Source: an optimization exercise on an open RTL-to-GDS flow (aim: small area). Production flows keep margins and buffers that such runs may drop.
The RTL was checked by simulation tests, not by an equivalence proof against the original design.
No activity file was given, so power comes from the tool's default toggle rates. The flow treats the clock pin as an ideal source, which a real chip does not have.

run A:
Design node, start of the top module:
module node(clk, rst, textfile, keyword, data_wr, key_en, result);
	input clk;
	input rst;
	input [31:0] textfile;
	input [31:0] keyword;
	input data_wr;
	input key_en;
	output [31:0] result;
	reg [2:0] ph;
	reg [1:0] cph;
	reg [127:0] kc;
	reg [255:0] kr;
	reg ken_d;
	reg eq_c;		 
	reg er;			 
	reg eqa, eqb;		 
	reg [4:0] c0;
	reg [3:0] c1, c2, c3;
	reg cur_valid;		 
	reg [1:0] cur_slot;	 
	reg a_valid;		 
	reg b_valid;		 
	wire kfirst = key_en & ~ken_d;
	wire kdone  = ken_d & ~key_en;
	wire full3  = a_valid & b_valid & cur_valid;
	wire align  = (cph == ph[1:0]);
	wire rot    = ~key_en & (full3 ? (cph != 2'd0) : align);
	wire mr = (kr[31:0] == kc[31:0]);
	wire cp = ~key_en & ~ken_d & align & (ph[2] ? (a_valid & ~b_valid) : ~a_valid);
	always @(posedge clk or negedge rst)
		if (!rst)
			ph <= 3'd0;
		else
			ph <= ph + 3'd1;
	always @(posedge clk) begin
		ken_d <= key_en;
		if (key_en | rot)
			kc <= {(key_en ? keyword : kc[31:0]), kc[127:32]};
  ...
For scale: about 100 I/O pins, about 0.014 mm2 of cells after synthesis.
==> flow/config.mk <==
export PLATFORM = sky130hd
export DESIGN_NAME = node
export DESIGN_NICKNAME = node
export VERILOG_FILES = /design/flow/design.v
export SDC_FILE = /design/flow/constraint.sdc
export NUM_CORES = 4
export LEC_CHECK = 0
export CAP_MARGIN = 20
export CORE_MARGIN = 2
export CORE_UTILIZATION = 80
export PLACE_DENSITY = 0.92
export SLEW_MARGIN = 20
export SYNTH_MEMORY_MAX_BITS = 8192
==> flow/constraint.sdc <==
create_clock -name core_clock -period 10.0 [get_ports {clk}]
set_input_delay 2.0000 -clock core_clock [delete_from_list [all_inputs] [get_ports {clk}]]
set_output_delay 2.0000 -clock core_clock [all_outputs]
set_load 0.01 [all_outputs]
standard.sh (not shown) runs the stock make flow with config.mk's settings and CLKGATE_MAP_FILE= SYNTH_SCRIPT=/design/flow/synth_recipe.tcl, a recipe that flattens the netlist after the stock synthesis.
==> flow/flow/run.sh <==
#!/bin/bash
# Standard ORFS layout with these changes to how it is made:
#  - port buffers use the smallest buffer cell,
#  - buffers inserted by ABC are removed before placement (repair re-adds
#    any that timing or slew needs),
#  - CTS clusters more flip-flops per clock buffer and adds no dummy loads,
#  - the constant outputs share the tie cell synthesis made.
set -euo pipefail
export BUFFER_PORTS_ARGS="-buffer_cell sky130_fd_sc_hd__buf_1"
export REMOVE_ABC_BUFFERS=1
export SKIP_REPAIR_TIE_FANOUT=1
export CTS_ARGS="-sink_clustering_enable -repair_clock_nets -sink_clustering_size 33 -sink_clustering_max_diameter 80 -buf_list sky130_fd_sc_hd__clkbuf_16 -dont_use_dummy_load"
bash standard.sh synth > synth.log 2>&1
bash standard.sh finish > layout.log 2>&1
--- input diff run A..run B ---
Settings: SLEW_MARGIN: 20 -> 0; CORE_UTILIZATION: 80 -> 70; PLACE_DENSITY: 0.92 -> unset; CAP_MARGIN: 20 -> 0.
-- flow/flow/run.sh --
<<< run A, line 6
#  - CTS clusters more flip-flops per clock buffer and adds no dummy loads,
>>> run B, line 6
#  - CTS clusters more flip-flops per clock buffer, uses small buffers above
#    the leaf level and adds no dummy loads,
<<< run A, line 12
export CTS_ARGS="-sink_clustering_enable -repair_clock_nets -sink_clustering_size 33 -sink_clustering_max_diameter 80 -buf_list sky130_fd_sc_hd__clkbuf_16 -dont_use_dummy_load"
>>> run B, line 13
export CTS_ARGS="-sink_clustering_enable -repair_clock_nets -sink_clustering_size 32 -sink_clustering_max_diameter 120 -buf_list {sky130_fd_sc_hd__clkbuf_4 sky130_fd_sc_hd__clkbuf_16} -sink_clustering_buffer sky130_fd_sc_hd__clkbuf_16 -root_buf sky130_fd_sc_hd__clkbuf_4 -tree_buf sky130_fd_sc_hd__clkbuf_4 -dont_use_dummy_load"
Findings:
Run B ended up with more standard cells than run A.
Number of clock buffer instances in the layout: run B vs run A up 1
| headroom to the max-slew limit | run B vs run A | worse |
Setup changes, run B to run C
Settings: CAP_MARGIN changed from 0 to 20; SLEW_MARGIN changed from 0 to 20.
-- flow/flow/run.sh --
<<< run B, line 6
#  - CTS clusters more flip-flops per clock buffer, uses small buffers above
#    the leaf level and adds no dummy loads,
>>> run C, line 6
#  - CTS clusters more flip-flops per clock buffer and adds no dummy loads,
==> comparison <==
- Taking run B as the reference, in run C buffering overhead was more or less identical, switching power has remained practically unchanged.
- Power share of the clock group: run B vs run C, no meaningful difference
- Run C vs run B on total stage count of the critical path: run C is the higher one.
- Diff run B -> run C: biggest fanout along the worst timing path decreased by 83 relative to the old numbers; via count held steady; total buffers and inverters traversed by the critical path now smaller; clock transition at the register clock pins on the worst setup and hold paths after CTS closely matched the old numbers.
Relative to run C, the following input files were edited for run D:
Settings: CTS_BUF_LIST now sky130_fd_sc_hd__clkbuf_16, previously not set; CTS_CLUSTER_SIZE now 32, previously not set; CTS_CLUSTER_DIAMETER now 120, previously not set.
==> flow/run.sh (new file) <==
#!/bin/bash
# synth_recipe.tcl (not shown) runs the flow's synth.tcl, then flattens the netlist and writes it again
# the make line also repeats each setting of config.mk as NAME=value (left out here)
make -C /OpenROAD-flow-scripts/flow DESIGN_CONFIG=/design/flow/config.mk WORK_HOME=/design/flow/orfs CLKGATE_MAP_FILE= SYNTH_SCRIPT=/design/flow/synth_recipe.tcl finish
removed: flow/flow/run.sh
removed: flow/standard.sh
[summary]
NOTE: number of placed instances with taps included in run D exceeds that of run C. NOTE total of plain and repair buffers excluding clock buffers run C->run D decreased by a few percent. The final reports for run D and run C show routed wire length higher in the former. Max global router's overall resource usage across run D and run C: run D. Count of clock-buffer cells in the layout | run D above run C.
#### Input delta (run E over run D)
Settings: clearing CTS_CLUSTER_SIZE, which used to be 32; clearing CTS_CLUSTER_DIAMETER, which used to be 120; clearing CTS_BUF_LIST, which used to be sky130_fd_sc_hd__clkbuf_16.
==> flow/flow/run.sh (new file) <==
#!/bin/bash
# Standard ORFS layout with these changes to how it is made:
#  - port buffers use the smallest buffer cell,
#  - buffers inserted by ABC are removed before placement (repair re-adds
#    any that timing or slew needs),
#  - CTS clusters more flip-flops per clock buffer, uses small buffers above
#    the leaf level and adds no dummy loads,
#  - the constant outputs share the tie cell synthesis made.
set -euo pipefail
export BUFFER_PORTS_ARGS="-buffer_cell sky130_fd_sc_hd__buf_1"
export REMOVE_ABC_BUFFERS=1
export SKIP_REPAIR_TIE_FANOUT=1
export CTS_ARGS="-sink_clustering_enable -repair_clock_nets -sink_clustering_size 32 -sink_clustering_max_diameter 120 -buf_list {sky130_fd_sc_hd__clkbuf_4 sky130_fd_sc_hd__clkbuf_16} -sink_clustering_buffer sky130_fd_sc_hd__clkbuf_16 -root_buf sky130_fd_sc_hd__clkbuf_4 -tree_buf sky130_fd_sc_hd__clkbuf_4 -dont_use_dummy_load"
bash standard.sh synth > synth.log 2>&1
bash standard.sh finish > layout.log 2>&1
==> flow/standard.sh (new file) <==
#!/bin/bash
# synth_recipe.tcl (not shown) runs the flow's synth.tcl, then flattens the netlist and writes it again
# the make line also repeats each setting of config.mk as NAME=value (left out here)
make -C /OpenROAD-flow-scripts/flow DESIGN_CONFIG=/design/flow/config.mk WORK_HOME=/design/flow/orfs CLKGATE_MAP_FILE= SYNTH_SCRIPT=/design/flow/synth_recipe.tcl "${@:-finish}"
removed: flow/run.sh
The worst hold slack reported for run E is smaller than that of run D by 0.053 ns.
Where detailed placement HPWL is concerned, run D is better than run E.
Across both runs, area growth from synthesis to final layout was lower for run E than for run D.
Combinational cell fraction of total power for run E is lower than for run D.
Run E vs run D on multi-input logic area: run E is the lower one.
Run D leaves less setup margin than run E.
Going from run D to run E, maximum fanout along the worst path has decreased, clock skew has increased, number of clock-tree buffers in the layout has decreased.
Between run D and run E, the flow reports final cell count without fillers decreasing by a few percent.
Taking run D as the reference point, the post-route standard cell area excluding fillers of run E falls by 4.3%.

node again, from the RTL that the note above started with.
Design node, start of the top module:
module node(clk, rst, textfile, keyword, data_wr, key_en, result);
	input clk;
	input rst;
	input [31:0] textfile;
	input [31:0] keyword;
	input data_wr;
	input key_en;
	output [31:0] result;
	reg [2:0] ph;
	reg [1:0] cph;
	reg [127:0] kc;
	reg [255:0] kr;
	reg ken_d;
	reg eq_c;		 
	reg er;			 
	reg eqa, eqb;		 
	reg [4:0] c0;
	reg [3:0] c1, c2, c3;
	reg cur_valid;		 
	reg [1:0] cur_slot;	 
	reg a_valid;		 
	reg b_valid;		 
	wire kfirst = key_en & ~ken_d;
	wire kdone  = ken_d & ~key_en;
	wire full3  = a_valid & b_valid & cur_valid;
	wire align  = (cph == ph[1:0]);
	wire rot    = ~key_en & (full3 ? (cph != 2'd0) : align);
	wire mr = (kr[31:0] == kc[31:0]);
	wire cp = ~key_en & ~ken_d & align & (ph[2] ? (a_valid & ~b_valid) : ~a_valid);
	always @(posedge clk or negedge rst)
		if (!rst)
			ph <= 3'd0;
		else
			ph <= ph + 3'd1;
	always @(posedge clk) begin
		ken_d <= key_en;
		if (key_en | rot)
			kc <= {(key_en ? keyword : kc[31:0]), kc[127:32]};
		if (key_en)
			cph <= 2'd0;
		else if (rot)
			cph <= cph + 2'd1;
		if (key_en)
			eq_c <= (kfirst | eq_c) & (keyword == kc[31:0]);
		kr <= {(cp ? kc[31:0] : kr[31:0]), kr[255:32]};
		er <= ((ph[1:0] == 2'd0) | er) & mr;
		if (ph == 3'd3)
			eqa <= er & mr;
		if (ph == 3'd7)
			eqb <= er & mr;
	end
	wire hit_a = eqa & a_valid;
	wire hit_b = eqb & b_valid;
	reg [1:0] nslots;	 
	wire [1:0] idx = cur_valid ? cur_slot : hit_a ? 2'd0 : hit_b ? 2'd1 : nslots;
	reg d1, d2, d3, d4;
	reg [7:0] p, q;
	always @(posedge clk) begin
		d1 <= data_wr;
		d2 <= d1;
		d3 <= d2;
		d4 <= d3;
		q <= textfile[31:24];
		p <= d2 ? q : textfile[23:16];
	end
	wire [7:0] b = data_wr ? textfile[7:0] : d1 ? textfile[15:8] : p;
	wire lv = data_wr | d1 | d2 | d3;
	wire sep = (b == 8'h00) || (b[7:4] == 4'h2) || (b == 8'h3a) || (b == 8'h3b) || (b == 8'h3f);
	reg [4:0] col;		 
	reg match;		 
	wire [1:0] kch = col[3:2] - cph;
	wire [7:0] kl = kc[{kch, col[1:0], 3'b000} +: 8];
	wire full = col[4];
	wire comp = (lv & sep & (col != 5'd0)) | ((lv & ~sep | d4) & full);
	wire eqw = match & (full | (kl == 8'h00));
	always @(posedge clk or negedge rst)
		if (!rst)
			col <= 5'd0;
		else if (comp)
			col <= 5'd0;
		else if (lv & ~sep)
			col <= col + 5'd1;
	always @(posedge clk)
  ...
==> flow/config.mk <==
export PLATFORM = sky130hd
export DESIGN_NAME = node
export DESIGN_NICKNAME = node
export VERILOG_FILES = /design/flow/design.v
export SDC_FILE = /design/flow/constraint.sdc
export NUM_CORES = 4
export LEC_CHECK = 0
export CAP_MARGIN = 20
export CORE_MARGIN = 2
export CORE_UTILIZATION = 80
export PLACE_DENSITY = 0.92
export SLEW_MARGIN = 20
export SYNTH_MEMORY_MAX_BITS = 8192
==> flow/constraint.sdc <==
create_clock -name core_clock -period 10.0 [get_ports {clk}]
set_input_delay 2.0000 -clock core_clock [delete_from_list [all_inputs] [get_ports {clk}]]
set_output_delay 2.0000 -clock core_clock [all_outputs]
set_load 0.01 [all_outputs]
==> flow/flow/run.sh <==
#!/bin/bash
# Standard ORFS layout with these changes to how it is made:
#  - port buffers use the smallest buffer cell,
#  - buffers inserted by ABC are removed before placement (repair re-adds
#    any that timing or slew needs),
#  - CTS clusters more flip-flops per clock buffer, uses small buffers above
#    the leaf level and adds no dummy loads,
#  - the constant outputs share the tie cell synthesis made.
set -euo pipefail
export BUFFER_PORTS_ARGS="-buffer_cell sky130_fd_sc_hd__buf_1"
export REMOVE_ABC_BUFFERS=1
export SKIP_REPAIR_TIE_FANOUT=1
export CTS_ARGS="-sink_clustering_enable -repair_clock_nets -sink_clustering_size 33 -sink_clustering_max_diameter 80 -buf_list {sky130_fd_sc_hd__clkbuf_4 sky130_fd_sc_hd__clkbuf_16} -sink_clustering_buffer sky130_fd_sc_hd__clkbuf_16 -root_buf sky130_fd_sc_hd__clkbuf_4 -tree_buf sky130_fd_sc_hd__clkbuf_4 -dont_use_dummy_load"
bash standard.sh synth > synth.log 2>&1
bash standard.sh finish > layout.log 2>&1
The first run passed the timing, design-rule and antenna checks.
Change:
==> flow/flow/run.sh (replaced) <==
#!/bin/bash
# Standard ORFS layout with these changes to how it is made:
#  - port buffers use the smallest buffer cell,
#  - buffers inserted by ABC are removed before placement (repair re-adds
#    any that timing or slew needs),
#  - CTS clusters more flip-flops per clock buffer and adds no dummy loads,
#  - the constant outputs share the tie cell synthesis made.
set -euo pipefail
export BUFFER_PORTS_ARGS="-buffer_cell sky130_fd_sc_hd__buf_1"
export REMOVE_ABC_BUFFERS=1
export SKIP_REPAIR_TIE_FANOUT=1
export CTS_ARGS="-sink_clustering_enable -repair_clock_nets -sink_clustering_size 32 -sink_clustering_max_diameter 120 -buf_list {sky130_fd_sc_hd__clkbuf_8 sky130_fd_sc_hd__clkbuf_16} -sink_clustering_buffer sky130_fd_sc_hd__clkbuf_16 -root_buf sky130_fd_sc_hd__clkbuf_8 -tree_buf sky130_fd_sc_hd__clkbuf_8 -dont_use_dummy_load"
bash standard.sh synth > synth.log 2>&1
bash standard.sh finish > layout.log 2>&1
CORE_UTILIZATION = 70   (was 80)
PLACE_DENSITY = not set   (was 0.92)
Outcome: The changed run passed the timing, design-rule and antenna checks. Hold slack improves by 15 ps. Design area is higher by 0.63%. Worst setup slack improves by 5.3 ps.
Change:
--- a/flow/flow/run.sh
+++ b/flow/flow/run.sh
@@ -11,3 +11,3 @@
 export SKIP_REPAIR_TIE_FANOUT=1
-export CTS_ARGS="-sink_clustering_enable -repair_clock_nets -sink_clustering_size 32 -sink_clustering_max_diameter 120 -buf_list {sky130_fd_sc_hd__clkbuf_8 sky130_fd_sc_hd__clkbuf_16} -sink_clustering_buffer sky130_fd_sc_hd__clkbuf_16 -root_buf sky130_fd_sc_hd__clkbuf_8 -tree_buf sky130_fd_sc_hd__clkbuf_8 -dont_use_dummy_load"
+export CTS_ARGS="-sink_clustering_enable -repair_clock_nets -sink_clustering_size 32 -sink_clustering_max_diameter 120 -buf_list sky130_fd_sc_hd__clkbuf_16 -dont_use_dummy_load"
 bash standard.sh synth > synth.log 2>&1
Outcome: Setup slack loses 50 ps; die area stays the same; first-iteration DRC count is lower by roughly a tenth; via count stays flat; global-route usage stays flat; clock skew stays flat; cell count is unchanged.

Setup of job 2182:
Another version of the RTL of node (not shown whole).
For scale: about 890 cells after synthesis, roughly 460 flip-flops, ~15,000 µm² of cells after synthesis.
==> flow/config.mk <==
export PLATFORM = sky130hd
export DESIGN_NAME = node
export DESIGN_NICKNAME = node
export VERILOG_FILES = /design/flow/design.v
export SDC_FILE = /design/flow/constraint.sdc
export NUM_CORES = 4
export LEC_CHECK = 0
export CAP_MARGIN = 20
export CORE_MARGIN = 2
export CORE_UTILIZATION = 70
export SLEW_MARGIN = 20
export SYNTH_MEMORY_MAX_BITS = 8192
==> flow/constraint.sdc <==
create_clock -name core_clock -period 10.0 [get_ports {clk}]
set_input_delay 2.0000 -clock core_clock [delete_from_list [all_inputs] [get_ports {clk}]]
set_output_delay 2.0000 -clock core_clock [all_outputs]
set_load 0.01 [all_outputs]
==> flow/flow/run.sh <==
#!/bin/bash
# Standard ORFS layout with three changes to how it is made:
#  - port buffers use the smallest buffer cell,
#  - buffers inserted by ABC are removed before placement (repair re-adds
#    any that timing or slew needs),
#  - CTS clusters more flip-flops per clock buffer and adds no dummy loads.
set -euo pipefail
export BUFFER_PORTS_ARGS="-buffer_cell sky130_fd_sc_hd__buf_1"
export REMOVE_ABC_BUFFERS=1
export CTS_ARGS="-sink_clustering_enable -repair_clock_nets -sink_clustering_size 34 -sink_clustering_max_diameter 60 -buf_list sky130_fd_sc_hd__clkbuf_16 -dont_use_dummy_load"
bash standard.sh synth > synth.log 2>&1
bash standard.sh finish > layout.log 2>&1
Setup changes, job 2182 to job 9729
-- flow/flow/run.sh --
<<< job 2182, line 10
export CTS_ARGS="-sink_clustering_enable -repair_clock_nets -sink_clustering_size 34 -sink_clustering_max_diameter 60 -buf_list sky130_fd_sc_hd__clkbuf_16 -dont_use_dummy_load"
>>> job 9729, line 10
export CTS_ARGS="-sink_clustering_enable -repair_clock_nets -sink_clustering_size 27 -sink_clustering_max_diameter 90 -buf_list sky130_fd_sc_hd__clkbuf_16 -dont_use_dummy_load"
Results
Maximum frequency for job 9729: about 0.4% up relative to job 2182
In job 9729, switching power is lower than in job 2182.
Job 2182 finished all stages; the layout is clean.
Having completed the whole flow, job 9729 delivered a layout that passed the timing, design-rule and antenna checks.
Job 9729 ended with more routed wire length than job 2182.
> inputs changed (job 9729 -> job 5796)
# job 9729
export LEC_CHECK = 0
export CAP_MARGIN = 20
export CORE_MARGIN = 2
export CORE_UTILIZATION = 70
export SLEW_MARGIN = 20
export SYNTH_MEMORY_MAX_BITS = 8192
create_clock -name core_clock -period 10.0 [get_ports {clk}]
# job 5796
export LEC_CHECK = 0
export CAP_MARGIN = 20
export CORE_MARGIN = 2
export CORE_UTILIZATION = 85
export SLEW_MARGIN = 20
export SYNTH_MEMORY_MAX_BITS = 8192
create_clock -name core_clock -period 10.0 [get_ports {clk}]
-- flow/flow/run.sh --
<<< job 9729, line 10
export CTS_ARGS="-sink_clustering_enable -repair_clock_nets -sink_clustering_size 27 -sink_clustering_max_diameter 90 -buf_list sky130_fd_sc_hd__clkbuf_16 -dont_use_dummy_load"
>>> job 5796, line 10
export CTS_ARGS="-sink_clustering_enable -repair_clock_nets -sink_clustering_size 33 -sink_clustering_max_diameter 120 -buf_list sky130_fd_sc_hd__clkbuf_16 -dont_use_dummy_load"
--- outcome ---
- Diff job 9729..job 5796 | area taken by multi-input logic gates | negligible
- For fmax, job 5796 and job 9729 come out practically identical.
- The critical path depth in job 5796 sits 2 above the value recorded for job 9729.
- Diff job 5796 and job 9729: logic gate share of total power higher in job 5796
- Job 5796 did not stop at any stage, and its layout met the timing, design-rule and antenna checks.
- Re share of cell area taken by flip-flops and latches: job 9729 was lower than job 5796.

-- separate check: timing with driven ports --
The flow's constraints put no driver on any port. The routed layouts listed below were extracted and timed again, unchanged, in two steps. Step 1: set_driving_cell puts a clkbuf_16 on clk and a buf_2 on each other input, an assumption about the parent block. Step 2, shift: input delay + t, output delay - t, t = (earliest + latest rising clock arrival at the registers) / 2. This alone moves slack from input paths to output paths. Slacks: ideal ports / drivers / drivers and shift; pairs: ideal ports / drivers.
run | t, ns | setup WS [ns] | worst setup path after step 2 | pins driven straight from the clock port
run A | 0.558 | 5.894 / 5.914 / 5.356 | input to register | 1
run B | 0.758 | 6.202 / 6.221 / 5.463 | input to register | 1
run C | 0.758 | 6.261 / 6.280 / 5.522 | input to register | 1
run D | 0.561 | 5.715 / 5.725 / 5.164 | input to register | 1
run E | 0.758 | 6.261 / 6.280 / 5.522 | input to register | 1
the first run of note 2 | 0.756 | 6.105 / 6.128 / 5.371 | input to register | 1
the second run of note 2 | 0.611 | 6.110 / 6.129 / 5.518 | input to register | 1
the third run of note 2 | 0.551 | 6.060 / 6.082 / 5.531 | input to register | 1
job 2182 | 0.573 | 5.949 / 5.969 / 5.396 | input to register | 1
job 9729 | 0.547 | 5.966 / 5.985 / 5.437 | input to register | 1
job 5796 | 0.545 | 5.962 / 5.980 / 5.434 | input to register | 1
After both steps setup and hold are still met in every run listed.
